What follows belongs to an exercise in optimizing a design on an open flow for small area; a production flow would make more cautious choices.
The RTL was checked by simulation tests, not by an equivalence proof against the original design.
The flow treats the clock pin as an ideal source, which a real chip does not have.
Power is estimated from default activity; no workload was simulated.

==> design/flow/flow/run.sh <==
#!/bin/bash
# Own layout flow: the standard ORFS flow (standard.sh) with
#  - synthesis: synth_recipe.tcl with Yosys synth run with -noabc and an
#    area-oriented ABC script for the combinational logic (flow/synth.tcl)
#  - CTS without dummy loads and with small clock buffers (clkbuf_4 leaves;
#    post_cts.tcl upsizes the leaves that would give slow clock edges)
#  - port buffers of the smallest buffer cell
# Each tool's output goes to a log file in this folder.
set -euo pipefail
W=$PWD
export OWN_WORK=$W
export OWN_ABC_SCRIPT=$W/flow/area.abc
CTS="-sink_clustering_enable -repair_clock_nets -dont_use_dummy_load -root_buf sky130_fd_sc_hd__clkbuf_8 -buf_list {sky130_fd_sc_hd__clkbuf_4}"
BUFP="-buffer_cell sky130_fd_sc_hd__buf_1"
export CTS_ARGS="$CTS"
export BUFFER_PORTS_ARGS="$BUFP"
export POST_CTS_TCL=$W/flow/post_cts.tcl
bash standard.sh SYNTH_SCRIPT=$W/flow/synth.tcl "CTS_ARGS=$CTS" "BUFFER_PORTS_ARGS=$BUFP" "POST_CTS_TCL=$W/flow/post_cts.tcl" finish > $W/orfs_make.log 2>&1
==> design/flow/flow/area.abc <==
strash; &get -n; &deepsyn -T 60; &put; dch -f; amap; strash; &get -n; &deepsyn -T 30; &put; dch -f; amap; topo; stime -c
==> design/flow/flow/post_cts.tcl <==
# After CTS: a clock-tree leaf buffer (clkbuf_4) that drives many flip-flops
# would give them slow clock edges; upsize those to clkbuf_8.
estimate_parasitics -placement
set changed 0
foreach inst [get_cells clkbuf_*] {
  if {[get_property $inst ref_name] ne "sky130_fd_sc_hd__clkbuf_4"} { continue }
  set net [get_nets -of_objects [get_pins [get_name $inst]/X]]
  set mx 0.0
  set n 0
  foreach l [get_pins -of_objects $net -filter "direction == input"] {
    incr n
    set s [get_property $l slew_max]
    if {$s > $mx} { set mx $s }
  }
  set up [expr {$n >= 13 || $mx > 0.115}]
  puts "clock leaf [get_name $inst]: fanout $n, estimated slew [format %.3f $mx], upsize $up"
  if {$up} {
    replace_cell $inst sky130_fd_sc_hd__clkbuf_8
    incr changed
  }
}
if {$changed > 0} {
  detailed_placement
  check_placement -verbose
  estimate_parasitics -placement
}
==> design/flow/flow/synth.tcl <==
# The standard synthesis script (synth_recipe.tcl, read from the work
# folder) with two differences in the combinational logic only:
#  - Yosys's synth runs without its quick internal ABC pass (-noabc), so the
#    full adders extracted later keep the polarity the RTL gives them;
#  - the technology-mapping ABC call uses an area-oriented script.
# Registers, their names and cell types are those of the standard synthesis.
set f [open $::env(OWN_WORK)/synth_recipe.tcl r]
set synth_recipe [read $f]
close $f
set n0 [string length $synth_recipe]
set synth_recipe [string map {"yosys synth -nofsm -noshare " "yosys synth -nofsm -noshare -noabc "} $synth_recipe]
if {[string length $synth_recipe] == $n0} { error "synth_recipe.tcl has no synth line to change" }
proc abc {args} {
  set i [lsearch $args -script]
  if {$i >= 0} {
    set args [lreplace $args [expr {$i + 1}] [expr {$i + 1}] $::env(OWN_ABC_SCRIPT)]
  }
  yosys abc {*}$args
}
eval $synth_recipe
==> design/flow/standard.sh <==
#!/bin/bash
# synth_recipe.tcl (not shown) runs the flow's synth.tcl, then flattens the netlist and writes it again
# the make line also repeats each setting of config.mk as NAME=value (left out here)
make -C /OpenROAD-flow-scripts/flow DESIGN_CONFIG=/design/flow/config.mk WORK_HOME=/design/flow/orfs CLKGATE_MAP_FILE= SYNTH_SCRIPT=/design/flow/synth_recipe.tcl "${@:-finish}"
==> design/flow/config.mk <==
export PLATFORM = sky130hd
export DESIGN_NAME = directconnection
export DESIGN_NICKNAME = directconnection
export VERILOG_FILES = /design/flow/design.v
export SDC_FILE = /design/flow/constraint.sdc
export NUM_CORES = 4
export LEC_CHECK = 0
export ABC_AREA = 1
export CAP_MARGIN = 20
export CORE_MARGIN = 2
export CORE_UTILIZATION = 40
export SLEW_MARGIN = 20
==> design/flow/constraint.sdc <==
create_clock -name core_clock -period 40.0 [get_ports {clk}]
set_input_delay 8.0000 -clock core_clock [delete_from_list [all_inputs] [get_ports {clk}]]
set_output_delay 8.0000 -clock core_clock [all_outputs]
set_load 0.01 [all_outputs]
==> design/flow/design.v <==
`timescale 1ns / 1ps
module ButtonDebounce
    (
        input wire clk,
        input wire reset,
        input wire sig,
        output wire pnext
    );
    localparam [11:0] INV = 12'hAAA;
    reg [11:0] s;
    reg lastSig;
    reg stable;
    wire [11:0] lf = s ^ INV;
    wire low_zero = ~|lf[10:0];
    wire full = low_zero & ~lf[11];
    wire fb = (lf[11] ^ lf[5] ^ lf[3] ^ lf[0]) & ~low_zero;
    wire clr = reset | (sig ^ lastSig);
    assign pnext = ~stable & sig & lastSig & full;
    wire [11:0] lf_next = clr ? 12'h001 : {lf[10:0], fb};
    always @(posedge clk)
    begin
        s <= lf_next ^ INV;
        lastSig <= ~reset & sig;
        if (reset)
            stable <= 1'b0;
        else if (~(sig ^ lastSig) & full)
            stable <= lastSig;
    end
endmodule
`timescale 1ns / 1ps
module hex2bcd(
    input wire sys_clk,
    input wire reset,
    input wire [15:0] HexIn,
    output wire [15:0] digits,    
    output wire lt,               
    output wire store             
    );
    reg [3:0] digit0, digit1, digit2, digit3;
    reg [4:0] j;
    wire carry0 = digit0[3] | (digit0[2] & (digit0[1] | digit0[0]));
    wire carry1 = digit1[3] | (digit1[2] & (digit1[1] | digit1[0]));
    wire carry2 = digit2[3] | (digit2[2] & (digit2[1] | digit2[0]));
    wire [2:0] md0, md1, md2;
    assign md0 = {(digit0[2] & ~digit0[1] & ~digit0[0]) | (digit0[3] & digit0[0]),
                  (digit0[1] & (~digit0[2] | digit0[0])) | (digit0[3] & ~digit0[0]),
                  (digit0[0] & ~digit0[2] & ~digit0[3]) | (digit0[2] & digit0[1] & ~digit0[0]) | (digit0[3] & ~digit0[0])};
    assign md1 = {(digit1[2] & ~digit1[1] & ~digit1[0]) | (digit1[3] & digit1[0]),
                  (digit1[1] & (~digit1[2] | digit1[0])) | (digit1[3] & ~digit1[0]),
                  (digit1[0] & ~digit1[2] & ~digit1[3]) | (digit1[2] & digit1[1] & ~digit1[0]) | (digit1[3] & ~digit1[0])};
    assign md2 = {(digit2[2] & ~digit2[1] & ~digit2[0]) | (digit2[3] & digit2[0]),
                  (digit2[1] & (~digit2[2] | digit2[0])) | (digit2[3] & ~digit2[0]),
                  (digit2[0] & ~digit2[2] & ~digit2[3]) | (digit2[2] & digit2[1] & ~digit2[0]) | (digit2[3] & ~digit2[0])};
    assign store = j[4] & ~j[0];
    assign digits = {digit3, digit2, digit1, digit0};
    assign lt = (HexIn < 16'd10000);
    wire start = j[4] & j[0];
    wire bitin = HexIn[~j[3:0]];
    always @(posedge sys_clk) begin
        digit0 <= {md0, bitin} & {4{~start}};
        digit1 <= {md1, carry0} & {4{~start}};
        digit2 <= {md2, carry1} & {4{~start}};
        digit3 <= {digit3[2:0], carry2} & {4{~start}};
        if (reset | store)
            j <= 5'd31;
        else
            j <= j + 5'd1;
    end
endmodule
module LedDriver(input clk,
                 input reset,
                 input [15:0] value,
                 input bcd,
                 output [7:0] SSEG_CA,
                 output [3:0] SSEG_AN);
  reg [1:0] state;
  reg [3:0] dr;       
  reg [1:0] pos;      
  reg valid;
  localparam [14:0] TINV = 15'h2AAA;
  reg [14:0] tq;
  wire [14:0] timer = tq ^ TINV;
  wire term = (timer == 15'h4E2A);
  wire tclr = reset | term;
  wire [14:0] timer_next = tclr ? 15'h0001 : {timer[13:0], timer[14] ^ timer[13]};
  wire [15:0] digits;
  wire lt, store;
  hex2bcd MyHex2BCD(.sys_clk(clk), .reset(reset), .HexIn(value), .digits(digits), .lt(lt), .store(store));
  reg [3:0] bcur, bnxt;
  function [3:0] nib(input [15:0] x, input [3:0] oh);
    nib = ({4{oh[0]}} & x[3:0]) | ({4{oh[1]}} & x[7:4]) |
          ({4{oh[2]}} & x[11:8]) | ({4{oh[3]}} & x[15:12]);
  endfunction
  wire [1:0] stn = state + {1'b0, term};
  wire [3:0] ohc = {stn == 2'd3, stn == 2'd2, stn == 2'd1, stn == 2'd0};
  wire [3:0] ohn = {ohc[2:0], ohc[3]};
  wire [3:0] dc = nib(digits, ohc);
  wire [3:0] dn = nib(digits, ohn);
  wire [3:0] rc = lt ? dc : 4'd9;
  wire [3:0] rn = lt ? dn : 4'd9;
  wire [3:0] ohs = {state == 2'd3, state == 2'd2, state == 2'd1, state == 2'd0};
  wire [3:0] digit = bcd ? bcur : nib(value, ohs);
  always @(posedge clk) begin
    tq <= timer_next ^ TINV;
    state <= reset ? 2'd0 : stn;
    if (reset) begin
      bcur <= 4'd0;
      bnxt <= 4'd0;
    end else if (store) begin
      bcur <= rc;
      bnxt <= rn;
    end else if (term)
      bcur <= bnxt;
    valid <= ~reset;
    dr <= reset ? 4'd8 : digit;
    pos <= state;
  end
  localparam [15:0] PAT0 = 16'h3812, PAT1 = 16'hD860, PAT2 = 16'hD004, PAT3 = 16'h8492,
                    PAT4 = 16'h02BA, PAT5 = 16'h308E, PAT6 = 16'h0083;
  wire [15:0] oh;    
  genvar v;
  generate
    for (v = 0; v < 16; v = v + 1) begin : dec
      assign oh[v] = (dr == v);
    end
  endgenerate
  wire [6:0] pat = {|(oh & PAT6), |(oh & PAT5), |(oh & PAT4), |(oh & PAT3),
                    |(oh & PAT2), |(oh & PAT1), |(oh & PAT0)};
  assign SSEG_CA = {valid, pat};
  assign SSEG_AN = {valid & ~(pos[1] & pos[0]), valid & ~(pos[1] & ~pos[0]),
                    valid & ~(~pos[1] & pos[0]), valid & ~(~pos[1] & ~pos[0])};
endmodule
`timescale 1ns / 1ps
module directconnection(
	input wire clk,
	input wire reset,
	input wire [7:0] sw,
	input wire [4:0] btn,
	output wire [7:0] Led,
	output wire [7:0] seg,
	output wire [3:0] an
	);
	wire add;    
	wire sub;
	wire mul;
	wire div;
	wire rst;
	assign Led = sw;
	ButtonDebounce add_button_debounce(.clk(clk), .reset(reset), .sig(btn[0]), .pnext(add));
	ButtonDebounce sub_button_debounce(.clk(clk), .reset(reset), .sig(btn[4]), .pnext(sub));
	ButtonDebounce mul_button_debounce(.clk(clk), .reset(reset), .sig(btn[2]), .pnext(mul));
	ButtonDebounce div_button_debounce(.clk(clk), .reset(reset), .sig(btn[3]), .pnext(div));
	ButtonDebounce rst_button_debounce(.clk(clk), .reset(reset), .sig(btn[1]), .pnext(rst));
	reg [2:0] pend;
	reg [2:0] op;
	reg [6:0] inp;               
	reg [15:0] accn;             
	reg [6:0] rem;               
	wire [15:0] acc = ~accn;
	wire mulsel = op[2] & ~op[0];
	wire [6:0] m;
	assign m[0] = mulsel ? inp[0] : (op[2] | op[1] | ~op[0]);
	assign m[6:1] = {6{mulsel}} & inp[6:1];
	wire subsel = op[1] & op[0];
	wire [15:0] a = {{9{subsel}}, {7{op[1]}} & (inp ^ {7{op[0]}})};
	wire [15:0] p;
	MulAdd u_muladd(.x(acc), .m(m), .a(a), .cin(subsel), .p(p));
	wire pass1 = pend[2] & pend[0];    
	wire pass2 = op[2] & op[0];        
	wire [7:0] q8;
	wire [6:0] rout;
	DivBlock8 u_div(.r(rem), .n(pass2 ? acc[7:0] : p[15:8]), .d(pass2 ? inp : sw[6:0]),
	                .q(q8), .ro(rout));
	wire [15:0] val = {p[15:8], pass2 ? q8 : p[7:0]};    
	LedDriver Display(.clk(clk), .reset(reset), .value(val), .bcd(sw[7]), .SSEG_CA(seg), .SSEG_AN(an));
	always @(posedge clk) begin
		accn <= ~(pass1 ? {q8, p[7:0]} : val);
		rem <= {7{pass1}} & rout;
		inp <= sw[6:0];
		pend[2] <= ~reset & ~add & ~sub & (mul | div);
		pend[1] <= ~reset & (add | sub);
		pend[0] <= ~reset & ~add & (sub | (~mul & (div | rst)));
		op <= reset ? 3'b001 : pend;
	end
endmodule
module MulAdd(
	input wire [15:0] x,
	input wire [6:0] m,
	input wire [15:0] a,
	input wire cin,
	output wire [15:0] p
	);
	wire [15:0] s [0:6];
	genvar j, i;
	wire [16:0] c0;
	assign c0[0] = cin;
	generate
		for (i = 0; i < 16; i = i + 1) begin : r0
			wire pp = x[i] & m[0];
			assign s[0][i] = pp ^ a[i] ^ c0[i];
			assign c0[i+1] = (pp & a[i]) | (pp & c0[i]) | (a[i] & c0[i]);
		end
		for (j = 1; j < 7; j = j + 1) begin : row
			wire [16:0] c;
			assign c[j] = 1'b0;
			assign s[j][j-1:0] = s[j-1][j-1:0];
			for (i = j; i < 16; i = i + 1) begin : col
				wire pp = x[i-j] & m[j];
				assign s[j][i] = pp ^ s[j-1][i] ^ c[i];
				assign c[i+1] = (pp & s[j-1][i]) | (pp & c[i]) | (s[j-1][i] & c[i]);
			end
		end
	endgenerate
	assign p = s[6];
endmodule
module DivBlock8(
	input wire [6:0] r,
	input wire [7:0] n,
	input wire [6:0] d,
	output wire [7:0] q,
	output wire [6:0] ro
	);
	wire [7:0] nn = ~n;
	wire [6:0] dn = ~d;
	wire [6:0] rr [0:8];   
	assign rr[0] = r;
	genvar k, i;
	generate
		for (k = 1; k <= 8; k = k + 1) begin : st
			localparam POS = k % 2;             
			wire [7:0] w = {rr[k-1], POS ? n[8-k] : nn[8-k]};
			wire [8:0] c;
			wire [7:0] df;
			assign c[0] = POS ? 1'b1 : 1'b0;
			for (i = 0; i < 8; i = i + 1) begin : bit_
				wire di = (i < 7) ? (POS ? dn[i] : d[i]) : (POS ? 1'b1 : 1'b0);
				assign df[i] = w[i] ^ di ^ c[i];
				assign c[i+1] = (w[i] & di) | (w[i] & c[i]) | (di & c[i]);
			end
			assign q[8-k] = POS ? c[8] : ~c[8];
			wire [6:0] sel = q[8-k] ? df[6:0] : w[6:0];
			assign rr[k] = ~sel;
		end
	endgenerate
	assign ro = rr[8];
endmodule
==> run notes, run 1 <==
The flow ran to the end and the layout has no timing, DRC or antenna violations. The run gives 0.338 as the sequential-to-total area share from yosys stat. Final number of max-transition violations: 0. The critical path start-end classification was reg -> reg.

By instance count, the cell type seen most on the critical path is sky130_fd_sc_hd__fa_1. The fraction of final layout cells with drive strength greater than 1 was 0.0423; the placement row count was 56. For this design the ratio of total power to cell area is 33.1 nW/um^2. Yosys instantiated no cell more often than sky130_fd_sc_hd__nor2_1. The tools report the data arrival time of the critical path as 38.32 ns. For the pin with the worst max-slew slack, the measured transition is 0.771 ns. The floorplan step set the die height to 158 um.

The clock period could shrink to 38.05 ns. The tools report the clock latency of the later-clocked register in the worst-skew pair as 0.44 ns. For the detailed-router iteration count before antenna repair, the log shows 5. The combined global-route utilization of all metal layers was 0.186.

Based on the critical path, the design can be clocked at up to 0.0263 GHz. The number of instances in the placed design was 1364. The total overflow left after global routing is 0. The tools report the total count of hold-check failures in the final report as 0.

Synthesis produced 1008 cells. The proportion of netlist area held by the largest area contributor works out to 0.338. For this run, the post-layout net count is 1227. In this run the worst path has a maximum fanout of 16.

The tools report the antenna diode count as 0. After detailed routing, the number of remaining DRC violations is 0. The startpoint type of the worst setup path is a register.

The netlist area before placement was 9430 sq um; the final worst hold slack was 0.371 ns. The fraction of registers with async set or reset after synthesis was 0. Slowest cell on the critical path: sky130_fd_sc_hd__fa_1. The run gives 36200 um as the global-route wire length before repair.

The run gives 1383 as the post-layout instance count excluding filler cells. The starting utilization of the core area was 0.404; the via density per instance was 5.29. The worst setup path is captured at a register.

The delay contributed by the slowest stage of the critical path works out to 0.54 ns. The number of antenna violations at the first check in global routing is 0. The tools report the final critical-path setup slack as 1.95 ns.

After floorplanning, the core was sized to cover 23300 sq um. In this run the remaining antenna-violating nets after routing total 0. The logs give 484 for the count of routing violations after the opening detailed-route iteration and 0 for the final count of negative-setup-slack endpoints.

Summing internal, switching and leakage power gives 338 uW. In this run, synthesis produced a sequential element count of 159. Synthesis instantiated 38 different standard cells from the library.

Across the VDD grid, the largest voltage drop is 19.6 uV. The area added between synthesis and finish is 8.49%. TritonCTS built the clock tree. For the worst slew margin relative to its limit, the log shows 0.483. The post-route clock period utilization is 0.951. After routing the design area is 10200 sq um. The utilization after layout came out at 0.438. The routability congestion estimate from global placement was 0.868; the CTS clock-pin slew for the worst setup and hold paths was 0.12 ns. The average wire length per cell after detail routing was 15.4 um.

At the worst endpoint, the required time is 40.28 ns. The number of clock sinks is 159, and the post-synthesis average cell area is 9.36 sq um. The clock skew is 0.0400 ns.

The path class of the tightest hold or removal check is reg -> reg. The number of max-capacitance violations reported is 0. The largest total area in the synthesized netlist belongs to sky130_fd_sc_hd__dfxtp_1. In this run the cell area measured after placement is 9990 sq um.

The number of port buffers is 34. After filler insertion, the fill cell instance count of the layout stands at 2278. Timing analysis after detailed placement gives a worst setup slack of 0.223 ns. The maximum number of pins on one net before global-route repair is 29.

For the sum of net half-perimeters after detailed placement, the log shows 16900 um. In the synthesized netlist, the cells that appear most often are sky130_fd_sc_hd__nor2_1 (200), sky130_fd_sc_hd__dfxtp_1 (159), sky130_fd_sc_hd__fa_1 (126). Prevailing post-synth register cell: sky130_fd_sc_hd__dfxtp_1. Yosys mapped a number of flops with a built-in enable equal to 0. After routing, the total negative slack on setup checks comes to 0 ns. By area the synthesized netlist is led by sky130_fd_sc_hd__dfxtp_1 (34%), sky130_fd_sc_hd__fa_1 (27%), sky130_fd_sc_hd__nor2_1 (8.0%).

Static leakage: 3.89 nW. The die is 158 um wide. Across all layers, the routed design uses 7321 vias. The total wire length was 21300 um. The floorplan step defined a die boundary enclosing 24800 sq um. The run gives 35 as the number of placed I/O pins. For the number of global-route vias before repair, the log shows 7373. Yosys printed 6 warnings.
[sequential cells by signal (all words and copies together), names as in the netlist, 2 cells and up]
name                      cells
Display.MyHex2BCD.digit0      4
Display.MyHex2BCD.digit1      4
Display.MyHex2BCD.digit2      4
Display.MyHex2BCD.digit3      4
Display.MyHex2BCD.j           5
Display.bcur                  4
Display.bnxt                  4
Display.dr                    4
Display.pos                   2
Display.state                 2
Display.tq                   15
accn                         16
add_button_debounce.s        12
div_button_debounce.s        12
inp                           7
mul_button_debounce.s        12
op                            3
pend                          3
rem                           7
rst_button_debounce.s        12
sub_button_debounce.s        12
[kinds of logic after synthesis]
logic type / synth area share
fa+ha+maj: 0.294
compound gates: 0.154
buf+inv: 0.0466
xor+xnor: 0.00279
flops: 0.338
simple gates: 0.165
[worst paths after layout]
kind | startpoint | endpoint | slack, ns | cells past startpoint
setup / recovery | op[2]$_SDFF_PP0_ | Display.dr[0]$_SDFF_PP0_ | 1.95 | 113
hold / removal | Display.tq[9]$_DFF_P_ | Display.tq[10]$_SDFF_PP0_ | 0.37 | 1
setup reg to reg | op[2]$_SDFF_PP0_ | Display.dr[0]$_SDFF_PP0_ | 1.95 | 113
hold reg to reg | Display.tq[9]$_DFF_P_ | Display.tq[10]$_SDFF_PP0_ | 0.37 | 1
[layer usage]
| metal | global-route usage | vias to the layer above | routed length, um |
|---|---|---|---|
| met4 | 0.0498 | 0 | 304 |
| met2 | 0.310 | 159 | 10200 |
| li1 | - | 3581 | - |
| met5 | 0 | - | 0 |
| met3 | 0.0292 | 21 | 881 |
| met1 | 0.251 | 3560 | 9910 |
[critical path, delay by kind of cell (launching register included)]
family                     cells  cell delay [ns]
adders and majority gates     70            30.18
AOI/OAI and AO/OA             17             3.29
and+or+nand+nor               16             2.29
buffers and inverters          9             1.61
DFF                            1             0.38
xor gates and xnor gates       1             0.18
[area by class of cell]
| cell class | instances | area [sq um] | share of cell area |
|---|---|---|---|
| repair buffers | 48 | 233 | 0.0227 |
| multi-input cells | 741 | 5860 | 0.572 |
| clock buffers | 17 | 178 | 0.0174 |
| well taps | 319 | 399 | 0.0390 |
| inverters | 99 | 383 | 0.0374 |
| flip-flops and latches | 159 | 3180 | 0.311 |
[placed cells by master (no fill, tap or decap), types with 6 or more instances in the layout]
cell type / n
sky130_fd_sc_hd__a32o_1: 6
sky130_fd_sc_hd__a211oi_1: 6
sky130_fd_sc_hd__o21ai_0: 37
sky130_fd_sc_hd__o221ai_1: 7
sky130_fd_sc_hd__or4_1: 8
sky130_fd_sc_hd__nor2_1: 196
sky130_fd_sc_hd__ha_1: 20
sky130_fd_sc_hd__clkinv_1: 95
sky130_fd_sc_hd__nor3_1: 22
sky130_fd_sc_hd__nand3_1: 15
sky130_fd_sc_hd__clkbuf_8: 8
sky130_fd_sc_hd__a21oi_1: 34
sky130_fd_sc_hd__nor2b_1: 14
sky130_fd_sc_hd__dfxtp_1: 159
sky130_fd_sc_hd__o22ai_1: 93
sky130_fd_sc_hd__clkbuf_4: 9
sky130_fd_sc_hd__buf_4: 14
sky130_fd_sc_hd__fa_1: 126
sky130_fd_sc_hd__buf_1: 34
sky130_fd_sc_hd__or2_0: 11
sky130_fd_sc_hd__nand2_1: 83
[where the power goes]
group          switching (mW)  total [mW]  internal (mW)  leakage (nW)
clock                  0.0476      0.0759         0.0283        0.0989
combinational          0.0610      0.0957         0.0346          2.50
sequential            0.00455       0.167          0.162          1.29
total                   0.113       0.338          0.225          3.89
==> run 2, diff against run 1 <==
--- a/design/flow/flow/post_cts.tcl
+++ b/design/flow/flow/post_cts.tcl
@@ -13,5 +13,5 @@
     if {$s > $mx} { set mx $s }
   }
-  set up [expr {$n >= 13 || $mx > 0.115}]
+  set up [expr {$n >= 12 || $mx > 0.100}]
   puts "clock leaf [get_name $inst]: fanout $n, estimated slew [format %.3f $mx], upsize $up"
   if {$up} {
==> run notes, run 2 <==
The flow ran to the end and the layout has no timing, DRC or antenna violations. The netlist area before placement came out at 9430 sq um (unchanged). The hold-critical path depth was 1 (unchanged). Fraction of registers with async set or reset after synthesis: 0 (unchanged). The XOR/XNOR share of the synthesized area was 0.00279 (unchanged); the delay contributed by the slowest stage of the critical path was 0.54 ns (about the same). The fraction of final layout cells with drive strength greater than 1 came out at 0.0423 (unchanged). The compound-cell area share of the yosys netlist was 0.154 (unchanged); the number of antenna violations at the first check in global routing was 0 (unchanged).

The data required time at the worst endpoint was 40.27 ns (about the same). The capture point of the worst reg-to-reg path is Display.MyHex2BCD.digit0[0]$_DFF_P_. Yosys instantiated no cell more often than sky130_fd_sc_hd__nor2_1.

The post-synthesis instance total was 1008 (unchanged). After global routing, the most crowded layer is met2. In this run the most critical hold path is launched from mul_button_debounce.s[10]$_SDFF_PP0_.

The static leakage came out at 3.90 nW (+0.20%). The multiplexer share of the synthesized area was 0 (unchanged); the total count of hold-check failures in the final report was 0 (unchanged). Sorting the synthesized cells by how often they occur yields sky130_fd_sc_hd__nor2_1 (200), sky130_fd_sc_hd__dfxtp_1 (159), sky130_fd_sc_hd__fa_1 (126). The via density per instance came out at 5.32 (+0.42%). The run gives 494 (+2.1%) as the count of routing violations after the opening detailed-route iteration. Type of element capturing the critical path: a register. The number of port buffers was 34 (unchanged); the post-route clock period utilization was 0.950 (-0.00146).

For the antenna diode count, the log shows 0 (unchanged). Critical path start-end classification: reg -> reg. The clock latency of the later-clocked register in the worst-skew pair was 0.43 ns (about the same); the slew of the pin with the lowest slew margin was 0.766 ns (-0.00481 ns).

The logs give 0.0300 ns (-0.00996 ns) for the clock skew and 0 (unchanged) for the final count of negative-setup-slack endpoints. The sequential-to-total area share from yosys stat was 0.338 (unchanged). The tools report the area enclosed by the die boundary as 24800 sq um (unchanged). The run gives 0.404 (unchanged) as the starting utilization of the core area. STA classifies the critical path startpoint as a register. In the layout the commonest cells are sky130_fd_sc_hd__nor2_1 (196), sky130_fd_sc_hd__dfxtp_1 (159), sky130_fd_sc_hd__fa_1 (126).

The tools report the global routing met3 resource utilization as 0.0292 (unchanged). The width of the die is 158 um (unchanged), and the power density over cell area is 33.3 nW/um^2 (+0.82%). The final sum of negative setup slack was 0 ns (unchanged); the average wire length per cell after detail routing was 15.4 um (about the same).

The overall power was 342 uW (+1.0%). TritonCTS built the clock tree. Sorting the synthesized cells by area gives the leading types as sky130_fd_sc_hd__dfxtp_1 (34%), sky130_fd_sc_hd__fa_1 (27%), sky130_fd_sc_hd__nor2_1 (8.0%). The number of cells on the worst reg-to-reg path was 113 (unchanged); the routability congestion estimate from global placement was 0.868 (unchanged).

The run gives 38.26 ns (-0.06 ns) as the data arrival time of the critical path. The number of global-route vias before repair came out at 7376 (+0.041%). The largest registers in the layout are accn x16, Display.tq x15. The worst slew margin relative to its limit is 0.486 (+0.00323), and the number of clock sinks is 159 (unchanged).

The run gives 6 (unchanged) as the count of yosys warnings during synthesis. Area share of and/or/nand/nor cells after synthesis: 0.165 (unchanged). The worst vdd rail ir drop is 20.4 uV (+4.0%), and the sum of net half-perimeters after detailed placement is 16900 um (unchanged).

The CTS clock-pin slew for the worst setup and hold paths is 0.09 ns (-0.03 ns), and the met1 usage is 0.252 (about the same). The area added between synthesis and finish is 8.69%, and the routed via count is 7352 (+0.42%). Main combinational cell family by area after synthesis: adder cells. The run gives 23300 sq um (unchanged) as the area of the placeable core.

Of all cell types, the one taking the most synthesized area is sky130_fd_sc_hd__dfxtp_1. The combined global-route utilization of all metal layers was 0.186 (about the same); the number of synthesized register bits was 159 (unchanged). The run gives 1227 (unchanged) as the layout net count. The prevailing post-synth register cell was sky130_fd_sc_hd__dfxtp_1. Ranked by flip-flop count, first place goes to accn. The kind of path behind the tightest hold check is reg -> reg. The detailed-router iteration count before antenna repair came out at 5 (unchanged). The antenna violation net count after detailed routing is 0 (unchanged). The run gives 0 (unchanged) as the total DRC errors in the routed layout.

The logs give 36100 um (about the same) for the global-route wire length before repair and 2.01 ns (+0.06 ns) for the setup slack of the worst register-to-register path. The number of max-capacitance violations reported came out at 0 (unchanged). In this run the critical register-to-register path is launched from op[2]$_SDFF_PP0_. The endpoint with the worst hold slack is mul_button_debounce.s[11]$_DFF_P_. The number of enable flip-flop cells after synthesis was 0 (unchanged); the met2 demand-to-capacity share in global routing was 0.310 (-0.000624). Number of flip-flops in the largest register: 16 (unchanged). Counting stages on the worst path, the most repeated cell is sky130_fd_sc_hd__fa_1. Post-synthesis average cell area: 9.36 sq um (unchanged). Slowest cell on the critical path: sky130_fd_sc_hd__fa_1. The adder-cell share of the synthesized area was 0.294 (unchanged).

Setup repair after global routing left no endpoint under its margin. The tools report the placement row count as 56 (unchanged). The die height works out to 158 um (unchanged).

The minimum clock period after layout was 37.99 ns (-0.0584 ns). The maximum number of pins on one net before global-route repair came out at 29 (unchanged). The run gives 38 (unchanged) as the post-synthesis cell type count. The total congestion overflow after global routing was 0 (unchanged); the achievable clock frequency was 0.0263 GHz (+0.15%). The final number of max-transition violations is 0 (unchanged), and the maximum fanout encountered on the critical timing path is 16 (unchanged).

The proportion of netlist area held by the largest area contributor was 0.338 (unchanged); the number of placed I/O pins was 35 (unchanged). The tools report the total wire length as 21300 um (about the same). The commonest non-fill, non-tap cell in the layout was sky130_fd_sc_hd__nor2_1.
-- run 2: final cells by class --
class,instances,area (sq um)
clock buffers,17,196
fillers,2274,13100
well taps,319,399
inverters,99,383
multi-input cells,741,5860
flip-flops and latches,159,3180
repair buffers,48,233
-- run 2: worst max path at each step --
stage                                                     end  depth (start not counted)        startpoint
after detailed placement  Display.MyHex2BCD.digit0[0]$_DFF_P_                        113  op[2]$_SDFF_PP0_
after floorplan           Display.MyHex2BCD.digit0[0]$_DFF_P_                        108  op[0]$_SDFF_PP1_
after global routing      Display.MyHex2BCD.digit0[0]$_DFF_P_                        113  op[2]$_SDFF_PP0_
after global placement    Display.MyHex2BCD.digit0[0]$_DFF_P_                        113  op[2]$_SDFF_PP0_
final                     Display.MyHex2BCD.digit0[0]$_DFF_P_                        113  op[2]$_SDFF_PP0_
-- run 2: metrics by stage --
step	cell area, sq um	hold slack, ns	setup slack [ns]	util	instances
after floorplan	9430	0.352	2.21	-	1008
after global placement	9990	0.361	0.979	0.428	1364
after detailed placement	9990	0.362	0.223	0.428	1364
after global routing	10200	0.396	0.0106	0.439	1383
final	10200	0.377	2.01	0.439	1383
-- run 2: routing by layer --
metal  part of all wire  wire (um)
met1               0.47      10000
met2               0.48      10200
met3              0.037        791
met4              0.014        301
met5                  0          0
-- run 2: critical path, delay by kind of cell (launching register included) --
family          cells  cell delay (ns)
compound gates     18             3.40
simple gates       15             2.17
xor+xnor            1             0.18
flops               1             0.36
fa+ha+maj          70            30.16
buf+inv             9             1.61
-- run 2: cell families (layout without fill, tap and decap cells) --
group / after synthesis / count (layout)
xor+xnor: 3 / 3
flops: 159 / 159
buf+inv: 108 / 164
fa+ha+maj: 146 / 146
simple gates: 368 / 368
compound gates: 224 / 224
-- run 2: report_power, final --
part | internal, mW | total, mW | switching, mW
Sequential | 0.162 | 0.167 | 0.00457
Clock | 0.0314 | 0.0794 | 0.0480
Combinational | 0.0346 | 0.0954 | 0.0608
Total | 0.228 | 0.342 | 0.113
==> run 3, diff against run 2 <==
--- a/design/flow/flow/post_cts.tcl
+++ b/design/flow/flow/post_cts.tcl
@@ -13,5 +13,5 @@
     if {$s > $mx} { set mx $s }
   }
-  set up [expr {$n >= 12 || $mx > 0.100}]
+  set up [expr {$n >= 12 || $mx > 0.108}]
   puts "clock leaf [get_name $inst]: fanout $n, estimated slew [format %.3f $mx], upsize $up"
   if {$up} {
--- a/design/flow/flow/synth.tcl
+++ b/design/flow/flow/synth.tcl
@@ -1,6 +1,8 @@
 # The standard synthesis script (synth_recipe.tcl, read from the work
-# folder) with two differences in the combinational logic only:
+# folder) with three differences in the combinational logic only:
 #  - Yosys's synth runs without its quick internal ABC pass (-noabc), so the
 #    full adders extracted later keep the polarity the RTL gives them;
+#  - only full adders are extracted (no half-adder cells, which are often
+#    left with one output unused);
 #  - the technology-mapping ABC call uses an area-oriented script.
 # Registers, their names and cell types are those of the standard synthesis.
@@ -18,3 +20,4 @@
   yosys abc {*}$args
 }
+proc extract_fa {args} { yosys extract_fa -fa {*}$args }
 eval $synth_recipe
==> run notes, run 3 <==
The run finished with no timing, DRC or antenna violations. The number of max-capacitance violations reported is 0 (unchanged), and the global-route wire length before repair is 36500 um (+0.97%). The run gives 38.24 ns (-0.02 ns) as the data arrival time of the critical path. The maximum number of pins on one net before global-route repair was 32 (+10%). The slowest cell on the critical path is sky130_fd_sc_hd__fa_1. The fraction of registers with async set or reset after synthesis works out to 0 (unchanged). The area added between synthesis and finish came out at 8.45%. The area enclosed by the die boundary was 24700 sq um (-0.65%); the antenna diode count was 0 (unchanged). Ranked by flip-flop count, first place goes to accn.

Count of yosys warnings during synthesis: 6 (unchanged). The met1 usage was 0.260 (+0.00819); the delay contributed by the slowest stage of the critical path was 0.50 ns (-0.04 ns). The hold-critical path depth is 1 (unchanged), and the placement-stage worst setup slack is 0.881 ns (+0.658 ns). Final count of negative-setup-slack endpoints: 0 (unchanged). The tools report the total DRC errors in the routed layout as 0 (unchanged).

Worst slew margin relative to its limit: 0.419 (-0.0669). For the post-synthesis cell type count, the log shows 39 (+2.6%). The static leakage was 3.86 nW (-1.1%). In the synthesized netlist, the cells that appear most often are sky130_fd_sc_hd__nor2_1 (248), sky130_fd_sc_hd__dfxtp_1 (159), sky130_fd_sc_hd__fa_1 (126). The starting utilization of the core area is 0.410 (+0.00585), and the routability congestion estimate from global placement is 0.860 (-0.88%). The number of synthesized register bits was 159 (unchanged); the met2 demand-to-capacity share in global routing was 0.305 (-0.00470). The clock skew is 0.0335 ns (+0.00343 ns), and the sum of net half-perimeters after detailed placement is 17500 um (+3.1%). The kind of path behind the tightest hold check was reg -> reg. The count of routing violations after the opening detailed-route iteration is 537 (+8.7%), and the number of enable flip-flop cells after synthesis is 0 (unchanged). The width of the die works out to 157 um (-0.32%). The relative contribution of the clock network to total power is 0.226 (-0.006), and the number of port buffers is 34 (unchanged).

The tools report the sequential share of power as 0.476 (-0.012). The number of antenna violations at the first check in global routing is 0 (unchanged). The commonest non-fill, non-tap cell in the layout was sky130_fd_sc_hd__nor2_1.

The layout net count was 1237 (+0.81%); the number of flip-flops in the largest register was 16 (unchanged). sky130_fd_sc_hd__nor2_1 is the most common cell in the netlist. Sorting the synthesized cells by area gives the leading types as sky130_fd_sc_hd__dfxtp_1 (34%), sky130_fd_sc_hd__fa_1 (27%), sky130_fd_sc_hd__nor2_1 (9.9%). The area of the placeable core was 22800 sq um (-2.1%).

The fraction of final layout cells with drive strength greater than 1 is 0.0356 (-0.00664), and the logic gate share of total power is 0.298 (+0.019). The endpoint with the worst hold slack is div_button_debounce.s[3]$_DFF_P_. The net switching component of the power was 129 uW (+14%).

The run gives 0.0264 GHz (+0.14%) as the achievable clock frequency. Number of clock sinks: 159 (unchanged). The average wire length per cell after detail routing works out to 15.9 um (+3.3%).

The logs give 35 (unchanged) for the number of placed I/O pins and 0 (unchanged) for the final number of max-transition violations. The final critical-path setup slack was 2.07 ns (+0.0539 ns). Type of element capturing the critical path: a register.

The sequential-to-total area share from yosys stat is 0.340 (+0.00225). The worst register-to-register path ends at Display.MyHex2BCD.digit0[0]$_DFF_P_. The worst register-to-register path begins at op[2]$_SDFF_PP0_.

The switching power share of the total is 0.355 (+0.0235), and the combined global-route utilization of all metal layers is 0.189 (+0.00366). The slew of the pin with the lowest slew margin was 0.862 ns (+0.0960 ns); the worst vdd rail ir drop was 18.4 uV (-9.7%). The total wire length is 22400 um (+5.1%). The worst setup path is launched from a register.

The data required time at the worst endpoint is 40.30 ns (+0.03 ns). Among the stages of the critical path, the cell type that occurs most often is sky130_fd_sc_hd__fa_1. The via density per instance is 5.28 (-0.76%), and the power density over cell area is 35.8 nW/um^2 (+7.5%). The worst setup path is of the reg -> reg kind.

The detailed-router iteration count before antenna repair is 5 (unchanged). The internal cell power came out at 235 uW (+2.8%). In the final layout, the registers with the most flip-flops are accn x16, Display.tq x15.

TritonCTS built the clock tree. The logs give 0.45 ns (+0.02 ns) for the clock latency of the later-clocked register in the worst-skew pair and 0 (unchanged) for the antenna violation net count after detailed routing. Maximum fanout encountered on the critical timing path: 9 (-7). Setup repair after global routing left no endpoint under its margin. The placement row count is 55 (-1.8%). The post-synthesis average cell area is 9.01 sq um (-3.7%), and the CTS clock-pin slew for the worst setup and hold paths is 0.09 ns (about the same). The top cell types in the final layout, fill and taps aside, are sky130_fd_sc_hd__nor2_1 (244), sky130_fd_sc_hd__dfxtp_1 (159), sky130_fd_sc_hd__fa_1 (126). Busiest layer in global routing: met2.

The tools report the final worst hold slack as 0.357 ns (-0.0197 ns). The number of global-route vias before repair was 7114 (-3.6%). The worst hold path begins at div_button_debounce.s[2]$_SDFF_PP0_. The post-synthesis instance total was 1040 (+3.2%); the setup slack of the worst register-to-register path was 2.07 ns (+0.05 ns). The total count of hold-check failures in the final report was 0 (unchanged); the number of cells on the worst reg-to-reg path was 116 (+2.7%). For this run, the leading register cell type out of synthesis is sky130_fd_sc_hd__dfxtp_1. The die height is 157 um (-0.32%), and the proportion of netlist area held by the largest area contributor is 0.340 (+0.00225).

For the netlist area before placement, the log shows 9370 sq um (-0.66%). The final sum of negative setup slack is 0 ns (unchanged). Post-route clock period utilization: 0.948 (-0.00135).

The routed via count was 7423 (+0.97%); the minimum clock period after layout was 37.93 ns (-0.0539 ns). The largest area contributor in the netlist is sky130_fd_sc_hd__dfxtp_1. The run gives 0 (unchanged) as the total congestion overflow after global routing. The global routing met3 resource utilization is 0.0377 (+0.00854).
run 3: cell count changes after synthesis, moves of 5 or more:
cell	change
sky130_fd_sc_hd__nor2_1	+48
sky130_fd_sc_hd__ha_1	-20
sky130_fd_sc_hd__o22ai_1	-10
sky130_fd_sc_hd__a2111oi_0	+7
sky130_fd_sc_hd__clkinv_1	-5
sky130_fd_sc_hd__a31oi_1	+5
sky130_fd_sc_hd__a21oi_1	+14
sky130_fd_sc_hd__nand3_1	-10
sky130_fd_sc_hd__o221a_1	-5
sky130_fd_sc_hd__and2_0	+6
run 3: how the worst max path moves through the flow:
stage          depth (start not counted)                                   to             start  slack [ns]
2_1_floorplan                        113  Display.MyHex2BCD.digit0[0]$_DFF_P_  op[0]$_SDFF_PP1_        2.61
6_report                             116  Display.MyHex2BCD.digit0[0]$_DFF_P_  op[2]$_SDFF_PP0_        2.07
3_3_place_gp                         116  Display.MyHex2BCD.digit0[0]$_DFF_P_  op[2]$_SDFF_PP0_        1.47
5_1_grt                              116  Display.MyHex2BCD.digit0[0]$_DFF_P_  op[2]$_SDFF_PP0_        0.08
3_5_place_dp                         116  Display.MyHex2BCD.digit0[0]$_DFF_P_  op[2]$_SDFF_PP0_        0.88
run 3: cells by family (layout without fill, tap and decap cells):
| family | Yosys count | count (layout) | synth area share |
|---|---|---|---|
| flops | 159 | 159 | 0.340 |
| compound gates | 230 | 230 | 0.155 |
| simple gates | 422 | 422 | 0.191 |
| buf+inv | 103 | 157 | 0.0449 |
| fa+ha+maj | 126 | 126 | 0.269 |
run 3: per-stage QoR:
stage	cells	utilization	total power, mW	cell area [sq um]
floorplan	1040	-	0.256	9370
global route	1407	0.445	0.391	10200
finish	1407	0.445	0.364	10200
global placement	1389	0.434	0.284	9910
detailed placement	1389	0.434	0.284	9910
run 3: per-layer routing:
layer	vias up	part of all wire
met2	167	0.46
met1	3587	0.48
met4	0	0.018
met3	27	0.045
li1	3642	-
met5	-	0
run 3: layout make-up:
class                           instances  area (sq um)
Multi-Input combinational cell        778          5820
Sequential cell                       159          3180
Clock buffer                           17           190
Timing Repair Buffer                   46           218
Fill cell                            2319         12700
Inverter                               94           360
Tap cell                              313           392
run 3: critical path, delay by kind of cell (launching register included):
kind	cells	cell delay, ns
AND/OR/NAND/NOR	23	3.17
flip-flops	1	0.39
buffers and inverters	7	1.26
AO/OA/AOI/OAI	17	3.02
adder cells (fa/ha/maj)	69	29.95
run 3: power groups by stage:
stage / Sequential [mW] / Combinational (mW) / Clock [mW]
after floorplan: 0.173 / 0.0830 / 0
after global placement: 0.177 / 0.107 / 0
after detailed placement: 0.177 / 0.108 / 0
after global routing: 0.174 / 0.126 / 0.0911
final: 0.173 / 0.109 / 0.0823
==> run 4, diff against run 3 <==
--- a/design/flow/flow/run.sh
+++ b/design/flow/flow/run.sh
@@ -6,4 +6,6 @@
 #    post_cts.tcl upsizes the leaves that would give slow clock edges)
 #  - port buffers of the smallest buffer cell
+#  - timing-driven global placement keeps none of its trial buffering
+#    (GPL_KEEP_OVERFLOW=0); later repair steps fix timing as usual
 # Each tool's output goes to a log file in this folder.
 set -euo pipefail
@@ -16,3 +18,4 @@
 export BUFFER_PORTS_ARGS="$BUFP"
 export POST_CTS_TCL=$W/flow/post_cts.tcl
-bash standard.sh SYNTH_SCRIPT=$W/flow/synth.tcl "CTS_ARGS=$CTS" "BUFFER_PORTS_ARGS=$BUFP" "POST_CTS_TCL=$W/flow/post_cts.tcl" finish > $W/orfs_make.log 2>&1
+export GPL_KEEP_OVERFLOW=0
+bash standard.sh SYNTH_SCRIPT=$W/flow/synth.tcl "CTS_ARGS=$CTS" "BUFFER_PORTS_ARGS=$BUFP" "POST_CTS_TCL=$W/flow/post_cts.tcl" GPL_KEEP_OVERFLOW=0 finish > $W/orfs_make.log 2>&1
==> run notes, run 4 <==
The antenna diode count was 0 (unchanged). The most common cell in the synthesized netlist is sky130_fd_sc_hd__nor2_1. The run finished with no timing, DRC or antenna violations.

The post-synthesis average cell area is 9.01 sq um (unchanged). The post-synthesis instance total came out at 1040 (unchanged). The logs give 38.34 ns (+0.10 ns) for the data arrival time of the critical path and 0 (unchanged) for the final number of max-transition violations. The via density per instance came out at 5.24 (-0.64%). The sum of net half-perimeters after detailed placement came out at 17500 um (about the same).

Among all flip-flop cells after synthesis, the most frequent one is sky130_fd_sc_hd__dfxtp_1. The fraction of final layout cells with drive strength greater than 1 works out to 0.0331 (-0.00253). The placement row count is 55 (unchanged), and the power density over cell area is 36.2 nW/um^2 (+0.99%). The global-route wire length before repair is 37100 um (+1.6%), and the final sum of negative setup slack is 0 ns (unchanged). The static leakage was 3.84 nW (-0.61%); the netlist area before placement was 9370 sq um (unchanged). The switching power share of the total was 0.358 (+0.00284). The run gives 35 (unchanged) as the number of placed I/O pins. The sequential share of power is 0.473 (-0.003). The commonest non-fill, non-tap cell in the layout was sky130_fd_sc_hd__nor2_1. The starting utilization of the core area is 0.410 (unchanged), and the routability congestion estimate from global placement is 0.872 (+1.4%). Largest area contributor in the netlist: sky130_fd_sc_hd__dfxtp_1. The run gives 0.0263 GHz (-0.39%) as the achievable clock frequency. Placement-stage worst setup slack: 0.607 ns (-0.275 ns).

The number of port buffers is 34 (unchanged), and the clock latency of the later-clocked register in the worst-skew pair is 0.44 ns (about the same). For the count of yosys warnings during synthesis, the log shows 6 (unchanged). The area enclosed by the die boundary came out at 24700 sq um (unchanged). The post-synthesis cell type count came out at 39 (unchanged). The antenna violation net count after detailed routing was 0 (unchanged); the final critical-path setup slack was 1.92 ns (-0.148 ns).

Area of the placeable core: 22800 sq um (unchanged). The number of synthesized register bits is 159 (unchanged). The run gives 235 uW (+0.13%) as the internal cell power. Delay contributed by the slowest stage of the critical path: 0.52 ns (+0.02 ns). The post-route clock period utilization is 0.952 (+0.00370), and the final count of negative-setup-slack endpoints is 0 (unchanged). The logic gate share of total power was 0.303 (+0.005); the proportion of netlist area held by the largest area contributor was 0.340 (unchanged). The clock skew was 0.0286 ns (-0.00488 ns); the number of max-capacitance violations reported was 0 (unchanged). The number of clock sinks came out at 159 (unchanged). The largest registers in the layout are accn x16, Display.tq x15. The fraction of registers with async set or reset after synthesis was 0 (unchanged); the CTS clock-pin slew for the worst setup and hold paths was 0.10 ns (about the same).

The commonest cells after synthesis are sky130_fd_sc_hd__nor2_1 (248), sky130_fd_sc_hd__dfxtp_1 (159), sky130_fd_sc_hd__fa_1 (126). The layout net count is 1230 (-0.57%), and the total count of hold-check failures in the final report is 0 (unchanged).

Worst slew margin relative to its limit: 0.328 (-0.0914). Yosys attributes the largest share of cell area to sky130_fd_sc_hd__dfxtp_1 (34%), sky130_fd_sc_hd__fa_1 (27%), sky130_fd_sc_hd__nor2_1 (9.9%). The detailed-router iteration count before antenna repair is 5 (unchanged).

The tools report the number of global-route vias before repair as 7186 (+1.0%). The die height was 157 um (unchanged). Ranked by flip-flop count, first place goes to accn. The critical path in this run is classified as reg -> reg. The total DRC errors in the routed layout was 0 (unchanged). The slew of the pin with the lowest slew margin was 1.01 ns (+0.146 ns).

The minimum clock period after layout came out at 38.08 ns (+0.148 ns). For the routed via count, the log shows 7339 (-1.1%). Net switching component of the power: 131 uW (+1.4%). TritonCTS built the clock tree.

The worst vdd rail ir drop is 20.7 uV (+12%), and the sequential-to-total area share from yosys stat is 0.340 (unchanged). The data required time at the worst endpoint was 40.26 ns (-0.04 ns). The logs give 2304 (-0.65%) for the filler cell count in the final layout and 0 (unchanged) for the number of antenna violations at the first check in global routing.

The top cell types in the final layout, fill and taps aside, are sky130_fd_sc_hd__nor2_1 (243), sky130_fd_sc_hd__dfxtp_1 (159), sky130_fd_sc_hd__fa_1 (126). The width of the die is 157 um (unchanged), and the number of flip-flops in the largest register is 16 (unchanged). The logs give 0 (unchanged) for the total congestion overflow after global routing and 32 (unchanged) for the maximum number of pins on one net before global-route repair. The tools report the total wire length as 22400 um (+0.24%).

The tools report the type of element capturing the critical path as a register. The number of enable flip-flop cells after synthesis is 0 (unchanged). Counting stages on the worst path, the most repeated cell is sky130_fd_sc_hd__fa_1.

The count of routing violations after the opening detailed-route iteration is 454 (-15%). Maximum fanout encountered on the critical timing path: 9 (unchanged). Startpoint type of the worst setup path: a register.

For the relative contribution of the clock network to total power, the log shows 0.223 (-0.003). The tools report the combined global-route utilization of all metal layers as 0.192 (+0.00225). The average wire length per cell after detail routing is 16.0 um (+0.74%).

From synthesis to final layout, the design area changed by 8.00%. The path class of the tightest hold or removal check is reg -> reg. The slowest cell on the critical path is sky130_fd_sc_hd__fa_1.
==> run 4: cell counts after synthesis <==
No cell type changed its count.
==> run 4: worst max-delay path, delay by kind of cell (launching register included) <==
family                   cells  cell delay [ns]
AO/OA/AOI/OAI               17             3.14
buffers and inverters        6             0.92
AND/OR/NAND/NOR             23             3.24
adder cells (fa/ha/maj)     69            30.23
flip-flops                   1             0.36
==> run 4: power by group through the flow <==
stage | combinational [mW] | sequential, mW | clock (mW)
final | 0.111 | 0.173 | 0.0817
after global routing | 0.127 | 0.174 | 0.0913
after detailed placement | 0.109 | 0.177 | 0
after global placement | 0.107 | 0.177 | 0
after floorplan | 0.0830 | 0.173 | 0
==> run 4: layout make-up <==
| type | instances | area [sq um] | share of cell area |
|---|---|---|---|
| multi-input cells | 778 | 5820 | 0.575 |
| inverters | 94 | 357 | 0.0352 |
| repair buffers | 39 | 174 | 0.0172 |
| well taps | 313 | 392 | 0.0387 |
| flip-flops and latches | 159 | 3180 | 0.315 |
| clock buffers | 17 | 190 | 0.0188 |
==> run 4: cells by family (layout without fill, tap and decap cells) <==
group | after synthesis | after routing | share of synthesized area
AND/OR/NAND/NOR | 422 | 422 | 0.191
AO/OA/AOI/OAI | 230 | 230 | 0.155
flip-flops | 159 | 159 | 0.340
adder cells (fa/ha/maj) | 126 | 126 | 0.269
buffers and inverters | 103 | 150 | 0.0449
==> run 4: per-layer routing <==
| metal | wire (um) | track usage |
|---|---|---|
| met1 | 10600 | 0.265 |
| met2 | 10400 | 0.313 |
| met3 | 996 | 0.0350 |
| met4 | 364 | 0.0455 |
| met5 | 0 | 0 |
==> run 4: path summary, 6_finish.rpt <==
path,cells after the start,start,slack [ns],end
hold / removal,1,div_button_debounce.s[2]$_SDFF_PP0_,0.37,div_button_debounce.s[3]$_DFF_P_
setup reg to reg,115,op[2]$_SDFF_PP0_,1.92,Display.MyHex2BCD.digit0[0]$_DFF_P_
setup / recovery,115,op[2]$_SDFF_PP0_,1.92,Display.MyHex2BCD.digit0[0]$_DFF_P_
hold reg to reg,1,div_button_debounce.s[2]$_SDFF_PP0_,0.37,div_button_debounce.s[3]$_DFF_P_
==> run 4: per-stage QoR <==
step	std cells	cell area [sq um]	hold WS (ns)	power, mW	util
2_1_floorplan	1040	9370	0.352	0.256	-
3_3_place_gp	1378	9820	0.357	0.284	0.430
3_5_place_dp	1380	9860	0.361	0.286	0.432
5_1_grt	1400	10100	0.372	0.392	0.443
6_report	1400	10100	0.370	0.366	0.443
==> run 5, diff against run 4 <==
--- a/design/flow/flow/run.sh
+++ b/design/flow/flow/run.sh
@@ -7,5 +7,6 @@
 #  - port buffers of the smallest buffer cell
 #  - timing-driven global placement keeps none of its trial buffering
-#    (GPL_KEEP_OVERFLOW=0); later repair steps fix timing as usual
+#    (GPL_KEEP_OVERFLOW=0), and floorplan only removes synthesis buffers
+#    (REMOVE_ABC_BUFFERS=1); later repair steps fix timing as usual
 # Each tool's output goes to a log file in this folder.
 set -euo pipefail
@@ -19,3 +20,4 @@
 export POST_CTS_TCL=$W/flow/post_cts.tcl
 export GPL_KEEP_OVERFLOW=0
-bash standard.sh SYNTH_SCRIPT=$W/flow/synth.tcl "CTS_ARGS=$CTS" "BUFFER_PORTS_ARGS=$BUFP" "POST_CTS_TCL=$W/flow/post_cts.tcl" GPL_KEEP_OVERFLOW=0 finish > $W/orfs_make.log 2>&1
+export REMOVE_ABC_BUFFERS=1
+bash standard.sh SYNTH_SCRIPT=$W/flow/synth.tcl "CTS_ARGS=$CTS" "BUFFER_PORTS_ARGS=$BUFP" "POST_CTS_TCL=$W/flow/post_cts.tcl" GPL_KEEP_OVERFLOW=0 REMOVE_ABC_BUFFERS=1 finish > $W/orfs_make.log 2>&1
==> run notes, run 5 <==
The antenna violation net count after detailed routing was 0 (unchanged); the maximum number of pins on one net before global-route repair was 32 (unchanged). The library cell appearing most often on the critical path was sky130_fd_sc_hd__fa_1. Leaving out fill and tap cells, the most frequent cell in the layout is sky130_fd_sc_hd__nor2_1.

The global-route wire length before repair came out at 37000 um (about the same). The fraction of registers with async set or reset after synthesis is 0 (unchanged), and the clock skew is 0.0348 ns (+0.00621 ns). The post-route clock period utilization is 0.951 (about the same).

The power density over cell area works out to 35.4 nW/um^2 (-2.1%). The number of synthesized register bits came out at 159 (unchanged). For the post-synthesis cell type count, the log shows 39 (unchanged). The average wire length per cell after detail routing works out to 15.7 um (-1.9%). The number of global-route vias before repair is 7403 (+3.0%). The delay contributed by the slowest stage of the critical path was 0.50 ns (-0.02 ns); the achievable clock frequency was 0.0263 GHz (about the same).

The startpoint of the most critical setup path is op[0]$_SDFF_PP1_. For the routability congestion estimate from global placement, the log shows 0.885 (+1.4%). The number of enable flip-flop cells after synthesis came out at 0 (unchanged). The width of the die works out to 157 um (unchanged).

TritonCTS built the clock tree. For the combined global-route utilization of all metal layers, the log shows 0.191 (-0.000889). The total congestion overflow after global routing came out at 0 (unchanged). The count of yosys warnings during synthesis came out at 6 (unchanged). The most frequent cell after synthesis is sky130_fd_sc_hd__nor2_1. Worst vdd rail ir drop: 19.1 uV (-7.8%). The post-synthesis instance total was 1040 (unchanged); the final number of max-transition violations was 0 (unchanged).

The tools report the antenna diode count as 0 (unchanged). Type of element capturing the critical path: a register. The slew of the pin with the lowest slew margin is 1.05 ns (+0.0412 ns). The run finished with no timing, DRC or antenna violations. The fraction of final layout cells with drive strength greater than 1 works out to 0.0331 (about the same).

The number of port buffers is 34 (unchanged). For the area used by sequential logic in the layout, the log shows 3180 sq um (unchanged). The startpoint identified for the worst register-to-register timing path is op[0]$_SDFF_PP1_.

The logs give 9370 sq um (unchanged) for the netlist area before placement and 55 (unchanged) for the placement row count. Number of antenna violations at the first check in global routing: 0 (unchanged). The critical path in this run is classified as reg -> reg. The largest register by flop count was accn. The placed instance area is 9860 sq um (about the same), and the area added between synthesis and finish is 7.96% (about the same).

The via density per instance came out at 5.33 (+1.6%). The tools report the capture point of the worst reg-to-reg path as Display.MyHex2BCD.digit0[0]$_DFF_P_. STA classifies the critical path startpoint as a register.

The final critical-path setup slack is 1.95 ns (+0.0318 ns), and the die height is 157 um (unchanged). The total count of hold-check failures in the final report is 0 (unchanged), and the number of cells on the worst reg-to-reg path is 113 (-1.7%). For the area of the placeable core, the log shows 22800 sq um (unchanged).

The number of instances in the placed design came out at 1380 (unchanged). The tools report the total wire length as 22000 um (-1.8%). The starting utilization of the core area is 0.410 (unchanged), and the placement-stage worst setup slack is 0.611 ns (+0.00445 ns).

The data required time at the worst endpoint is 40.29 ns (+0.03 ns), and the filler cell count in the final layout is 2288 (-0.69%). For the detailed-router iteration count before antenna repair, the log shows 8 (+3). Prevailing post-synth register cell: sky130_fd_sc_hd__dfxtp_1.

The run gives 5830 sq um (about the same) as the area of the multi-input gates. The number of clock sinks is 159 (unchanged). For the utilization after layout, the log shows 0.443 (about the same). By count the netlist is led by sky130_fd_sc_hd__nor2_1 (248), sky130_fd_sc_hd__dfxtp_1 (159), sky130_fd_sc_hd__fa_1 (126). Count of routing violations after the opening detailed-route iteration: 421 (-7.3%). The tools report the number of placed I/O pins as 35 (unchanged). The data arrival time of the critical path was 38.34 ns (about the same). Of all cell types, the one taking the most synthesized area is sky130_fd_sc_hd__dfxtp_1.

Maximum fanout encountered on the critical timing path: 9 (unchanged). The logs give 0.340 (unchanged) for the sequential-to-total area share from yosys stat and 0 (unchanged) for the final count of negative-setup-slack endpoints. The minimum clock period after layout works out to 38.05 ns (-0.0318 ns). The setup slack of the worst register-to-register path was 1.95 ns (+0.03 ns).

For this design, the slowest cell found on the critical path is sky130_fd_sc_hd__fa_1. The CTS clock-pin slew for the worst setup and hold paths was 0.09 ns (about the same). The final design area excluding fillers came out at 10100 sq um (about the same).

The number of max-capacitance violations reported is 0 (unchanged). The sum of net half-perimeters after detailed placement is 17300 um (-0.96%), and the post-synthesis average cell area is 9.01 sq um (unchanged). The clock latency of the later-clocked register in the worst-skew pair was 0.44 ns (about the same). The number of flip-flops in the largest register is 16 (unchanged).

The tools report the layout net count as 1231 (+0.081%). The post-layout instance count excluding filler cells came out at 1401 (+0.071%). The library cells used most frequently in the layout, excluding fill and tap cells, are sky130_fd_sc_hd__nor2_1 (243), sky130_fd_sc_hd__dfxtp_1 (159), sky130_fd_sc_hd__fa_1 (126).

The tools report the static leakage as 3.83 nW (-0.12%). The worst hold path belongs to the class reg -> reg. The routed via count was 7461 (+1.7%). The run gives 0 (unchanged) as the total DRC errors in the routed layout. The tools report the area enclosed by the die boundary as 24700 sq um (unchanged). The proportion of netlist area held by the largest area contributor works out to 0.340 (unchanged).

The largest registers in the layout are accn x16, Display.tq x15. After synthesis, the cell types taking the most area are sky130_fd_sc_hd__dfxtp_1 (34%), sky130_fd_sc_hd__fa_1 (27%), sky130_fd_sc_hd__nor2_1 (9.9%). The end point of the critical path was Display.MyHex2BCD.digit0[0]$_DFF_P_.

The run gives 0.301 (-0.0275) as the worst slew margin relative to its limit.
run 5: how the worst min path moves through the flow:
stage                                                   start  cells after the start                                to  slack [ns]
after detailed placement  rst_button_debounce.s[2]$_SDFF_PP0_                      1  rst_button_debounce.s[3]$_DFF_P_        0.36
final                     rst_button_debounce.s[2]$_SDFF_PP0_                      1  rst_button_debounce.s[3]$_DFF_P_        0.38
after global routing      sub_button_debounce.s[4]$_SDFF_PP0_                      1  sub_button_debounce.s[5]$_DFF_P_        0.40
after floorplan           mul_button_debounce.s[6]$_SDFF_PP0_                      1  mul_button_debounce.s[7]$_DFF_P_        0.35
after global placement    rst_button_debounce.s[2]$_SDFF_PP0_                      1  rst_button_debounce.s[3]$_DFF_P_        0.35
run 5: power by group:
| group | total, mW | leakage (nW) | internal, mW | switching (mW) |
|---|---|---|---|---|
| combinational | 0.108 | 2.44 | 0.0394 | 0.0684 |
| clock | 0.0769 | 0.0989 | 0.0282 | 0.0486 |
| sequential | 0.173 | 1.30 | 0.164 | 0.00921 |
| total | 0.358 | 3.83 | 0.232 | 0.126 |
run 5: routing by layer:
layer | share of wire | vias to the layer above | GRT usage
met4 | 0.026 | 0 | 0.0693
met2 | 0.46 | 213 | 0.303
met5 | 0 | - | 0
li1 | - | 3622 | -
met3 | 0.054 | 41 | 0.0369
met1 | 0.46 | 3585 | 0.260
run 5: cell families after synthesis:
group | Yosys count | synth area share
compound gates | 230 | 0.155
fa+ha+maj | 126 | 0.269
buf+inv | 103 | 0.0449
flops | 159 | 0.340
simple gates | 422 | 0.191
run 5: final cells by class:
| cell class | count | area share |
|---|---|---|
| inverters | 94 | 0.0353 |
| flip-flops and latches | 159 | 0.315 |
| repair buffers | 40 | 0.0176 |
| well taps | 313 | 0.0387 |
| multi-input cells | 778 | 0.576 |
| clock buffers | 17 | 0.0176 |
run 5: critical path: cells and delay by family (launching register included):
family / cells / cell delay [ns]
compound gates: 17 / 3.31
fa+ha+maj: 69 / 30.18
simple gates: 22 / 3.01
buf+inv: 5 / 1.02
flops: 1 / 0.46
run 5: metrics by stage:
stage                     hold WS [ns]  total power [mW]  TNS [ns]
final                            0.380             0.358         0
after global routing             0.396             0.386   -0.0294
after detailed placement         0.364             0.283         0
after global placement           0.353             0.282         0
after floorplan                  0.352             0.255         0

## port drivers added, routing unchanged
How much do the figures lean on ideal ports? The routed layouts below were timed once more, with nothing changed but the port constraints. Step 1, drivers: a clkbuf_16 drives clk and a buf_2 each remaining input, both assumed. Step 2 adds t to the input delays and takes it off the output delays; t is the mean of the earliest and latest rising clock arrival at the registers after step 1. Input paths then give back, and output paths get back, about the clock's delay inside the block. Slacks: no drivers / after step 1 / after step 2; pairs: no drivers / after step 1.
run | shift t [ns] | setup WS [ns] | hold slack, ns | slew at the worst register clock pin (ns)
run 1 | 0.459 | 1.953 / 1.953 / 1.953 | 0.371 / 0.371 / 0.371 | 0.12 / 0.12
run 2 | 0.458 | 2.011 / 2.011 / 2.011 | 0.377 / 0.377 / 0.377 | 0.10 / 0.10
run 3 | 0.478 | 2.065 / 2.065 / 2.065 | 0.357 / 0.357 / 0.357 | 0.11 / 0.11
run 4 | 0.466 | 1.917 / 1.917 / 1.917 | 0.370 / 0.370 / 0.370 | 0.11 / 0.11
run 5 | 0.469 | 1.949 / 1.949 / 1.949 | 0.380 / 0.380 / 0.380 | 0.11 / 0.11
After both steps every run listed still meets setup and hold.
